From an optimization exercise on the open Yosys and OpenROAD flow, aimed at small area and a short achievable clock period; shortcuts taken in it are not production practice. RTL that was checked went through simulation tests only; none was proved equivalent to the original.

==> 12-02: inputs <==
==> flow/design.v (excerpt) <==
module cordic_vec(clk,a0,b0,r,ang);
  input signed [15:0] a0,b0;
  input clk;
  output signed [15:0] r,ang;
  reg [15:0] x0r;
  reg [14:0] n0r;
  reg d0r;
  always @(posedge clk) begin
    x0r <= a0;
    n0r <= b0[14:0] ^ {15{~b0[15]}};
    d0r <= b0[15];
  end
  genvar k;
  generate
    for (k = 1; k <= 12; k = k + 1) begin : st
      wire [15:0] xi, xo, wo;
      wire [14:0] ni;         
      wire di;                
      wire [k-1:0] dhi;
      reg [15:0] x, w;
      reg [k-1:0] dh;
      if (k == 1) begin : f
        assign xi = x0r;
        assign ni = n0r;
        assign di = d0r;
        assign dhi = di;
      end else begin : n
        assign xi = st[k-1].x;
        assign ni = st[k-1].w[14:0] ^ {15{~st[k-1].w[15]}};
        assign di = st[k-1].dh[k-2] ^ ~st[k-1].w[15];
        assign dhi = {di, st[k-1].dh};
      end
      cstage #(k-1) cs (.x(xi), .nm(ni), .d(di), .xn(xo), .wn(wo));
      always @(posedge clk) begin
        x <= xo;
        w <= wo;
        dh <= dhi;
      end
    end
  endgenerate
  wire d12 = st[12].dh[11] ^ ~st[12].w[15];
  wire [15:0] x13, w13, x14, w14;
  cstage_late #(12) ca (.x(st[12].x), .w(st[12].w), .d(d12), .xn(x13), .wn(w13));
  wire d13 = d12 ^ ~w13[15];
  cstage_late #(13) cb (.x(x13), .w(w13), .d(d13), .xn(x14), .wn(w14));
  reg [15:0] x14r, w14r;
  reg [13:0] dh14r;
  always @(posedge clk) begin
    x14r <= x14;
    w14r <= w14;
    dh14r <= {d13, d12, st[12].dh};
  end
  wire d14 = dh14r[13] ^ ~w14r[15];
  wire [15:0] x15, w15;
  cstage_late #(14) cc (.x(x14r), .w(w14r), .d(d14), .xn(x15), .wn(w15));
  wire d15 = d14 ^ ~w15[15];
  wire [15:0] x16 = x15 + {15'd0, d15};
  reg [15:0] xr;
  reg [15:0] dr;
  always @(posedge clk) begin
    xr <= x16;
    dr <= {d15, d14, dh14r};
  end
  wire sc_1 = xr[11] ^ ~xr[9] ^ ~xr[7];
  wire sc_2 = (xr[11] & ~xr[9]) | (~xr[7] & (xr[11] ^ ~xr[9]));
  wire sc_3 = xr[5] ^ xr[2] ^ 1'b1;
  wire sc_4 = (xr[5] & xr[2]) | (1'b1 & (xr[5] ^ xr[2]));
  wire sc_5 = xr[12] ^ ~xr[10] ^ ~xr[8];
  wire sc_6 = (xr[12] & ~xr[10]) | (~xr[8] & (xr[12] ^ ~xr[10]));
  wire sc_7 = xr[6] ^ xr[3] ^ ~xr[0];
  wire sc_8 = (xr[6] & xr[3]) | (~xr[0] & (xr[6] ^ xr[3]));
  wire sc_9 = xr[13] ^ ~xr[11] ^ ~xr[9];
  ...
Settings: LEC_CHECK=0, CAP_MARGIN=20, CORE_MARGIN=2, CORE_UTILIZATION=40, CTS_CLUSTER_DIAMETER=100, CTS_CLUSTER_SIZE=24, SLEW_MARGIN=20; clock period 32.0 ns.
standard.sh (not shown) runs the stock make flow with config.mk's settings and CLKGATE_MAP_FILE= SYNTH_SCRIPT=/design/flow/synth_recipe.tcl, a recipe that flattens the netlist after the stock synthesis.
==> flow/flow/run.sh <==
#!/bin/bash
# The standard layout with two changes:
#  1. after the standard synthesis, flow/polarity.py re-balances the
#     inverters around full adders and XOR gates (each full adder may work on
#     complemented values, each XOR may become an XNOR); registers and all
#     other cells are untouched;
#  2. the port buffers are plain buffers (sky130_fd_sc_hd__buf_1) instead of
#     the delay cells buffer_ports picks by default.
set -euo pipefail
R=orfs/results/sky130hd/cordic_vec/base
bash standard.sh synth > standard_synth.log 2>&1
cp $R/1_2_yosys.v $R/1_2_yosys.standard.v
python3 flow/polarity.py $R/1_2_yosys.standard.v $R/1_2_yosys.v > polarity.log 2>&1
rm -f $R/1_synth.odb $R/1_synth.sdc
bash standard.sh "BUFFER_PORTS_ARGS=-buffer_cell sky130_fd_sc_hd__buf_1" finish > standard_flow.log 2>&1
Other scripts of this flow, unchanged in this note and not shown: flow/flow/polarity.py
==> 11-18: changes against 12-02 <==
--- a/flow/design.v
+++ b/flow/design.v
@@ -73,17 +73,17 @@
   reg d0r;
   always @(posedge clk) begin
     x0r <= a0;
     n0r <= b0[14:0] ^ {15{~b0[15]}};
     d0r <= b0[15];
   end
   genvar k;
   generate
-    for (k = 1; k <= 12; k = k + 1) begin : st
+    for (k = 1; k <= 13; k = k + 1) begin : st
       wire [15:0] xi, xo, wo;
       wire [14:0] ni;         
       wire di;                
       wire [k-1:0] dhi;
       reg [15:0] x, w;
       reg [k-1:0] dh;
       if (k == 1) begin : f
         assign xi = x0r;
@@ -99,38 +99,28 @@
       cstage #(k-1) cs (.x(xi), .nm(ni), .d(di), .xn(xo), .wn(wo));
       always @(posedge clk) begin
         x <= xo;
         w <= wo;
         dh <= dhi;
       end
     end
   endgenerate
-  wire d12 = st[12].dh[11] ^ ~st[12].w[15];
-  wire [15:0] x13, w13, x14, w14;
-  cstage_late #(12) ca (.x(st[12].x), .w(st[12].w), .d(d12), .xn(x13), .wn(w13));
-  wire d13 = d12 ^ ~w13[15];
-  cstage_late #(13) cb (.x(x13), .w(w13), .d(d13), .xn(x14), .wn(w14));
-  reg [15:0] x14r, w14r;
-  reg [13:0] dh14r;
-  always @(posedge clk) begin
-    x14r <= x14;
-    w14r <= w14;
-    dh14r <= {d13, d12, st[12].dh};
-  end
-  wire d14 = dh14r[13] ^ ~w14r[15];
-  wire [15:0] x15, w15;
-  cstage_late #(14) cc (.x(x14r), .w(w14r), .d(d14), .xn(x15), .wn(w15));
+  wire d13 = st[13].dh[12] ^ ~st[13].w[15];
+  wire [15:0] x14, w14, x15, w15;
+  cstage_late #(13) cb (.x(st[13].x), .w(st[13].w), .d(d13), .xn(x14), .wn(w14));
+  wire d14 = d13 ^ ~w14[15];
+  cstage_late #(14) cc (.x(x14), .w(w14), .d(d14), .xn(x15), .wn(w15));
   wire d15 = d14 ^ ~w15[15];
   wire [15:0] x16 = x15 + {15'd0, d15};
   reg [15:0] xr;
   reg [15:0] dr;
   always @(posedge clk) begin
     xr <= x16;
-    dr <= {d15, d14, dh14r};
+    dr <= {d15, d14, d13, st[13].dh};
   end
   wire sc_1 = xr[11] ^ ~xr[9] ^ ~xr[7];
   wire sc_2 = (xr[11] & ~xr[9]) | (~xr[7] & (xr[11] ^ ~xr[9]));
   wire sc_3 = xr[5] ^ xr[2] ^ 1'b1;
   wire sc_4 = (xr[5] & xr[2]) | (1'b1 & (xr[5] ^ xr[2]));
   wire sc_5 = xr[12] ^ ~xr[10] ^ ~xr[8];
   wire sc_6 = (xr[12] & ~xr[10]) | (~xr[8] & (xr[12] ^ ~xr[10]));
   wire sc_7 = xr[6] ^ xr[3] ^ ~xr[0];
CTS_CLUSTER_DIAMETER = 120   (was 100)
CTS_CLUSTER_SIZE = 30   (was 24)
==> run notes <==
| metric | 11-18 | 12-02 |
|---|---|---|
| Clock Latency Late Sink | 0.59 ns | 0.61 ns |
| Via count of the first global-routing pass | 14605 | 14490 |
| Met3 track utilization from global routing | 0.01637 | 0.01691 |
| Metal1 wirelength | 17.57 mm | 17.16 mm |
| Sequential cell area | 12050 µm² | 12070 µm² |
| Share of the cycle needed by the critical path after routing | 0.2884 | 0.2370 |
| Vertical die dimension | 267.3 µm | 266.3 µm |
| Number of tap cells added at floorplan | 931 | 882 |
| Worst reg2reg path depth | 37 | 17 |
| Result of the run | finished clean | finished clean |
| Wire length per cell after detailed routing | 14.09 µm | 13.87 µm |
| WL met3 | 1.091 mm | 1.309 mm |
| Maximum clock rate | 108.4 MHz | 131.9 MHz |
| Seq cells | 602 | 603 |
| Clock buffers created by TritonCTS | 24 | 29 |
| Utilization after layout | 0.4322 | 0.4319 |
| Multi-In Gates | 1134 | 1139 |
| Sequential share of cell area | 0.4066 | 0.4090 |
| Highest cell delay on the worst timing path | 0.62 ns | 0.86 ns |
No functional check of the RTL was part of 11-18.

re-timing with driven ports:
The results above use ideal ports. As a check the final layouts listed here were re-extracted and re-timed, cells and wires unchanged. Step 1 assumes that a clkbuf_16 drives the clock port and a buf_2 every other input. Step 2 moves the port delays by t, midway between the first and last clock arrival at a register: inputs arrive t later, outputs are due t later. That takes back most of the time a late clock gives input paths. Three values: no drivers, after step 1, after step 2; two values: the first two.
run | t, ns | setup slack, ns | hold slack, ns | worst setup path after step 2
12-02 | 0.655 | 24.416 / 24.416 / 24.416 | 0.316 / 0.316 / 0.316 | register to register
11-18 | 0.630 | 22.771 / 22.771 / 22.771 | 0.313 / 0.313 / 0.313 | register to register
After both steps every run listed still meets setup and hold.
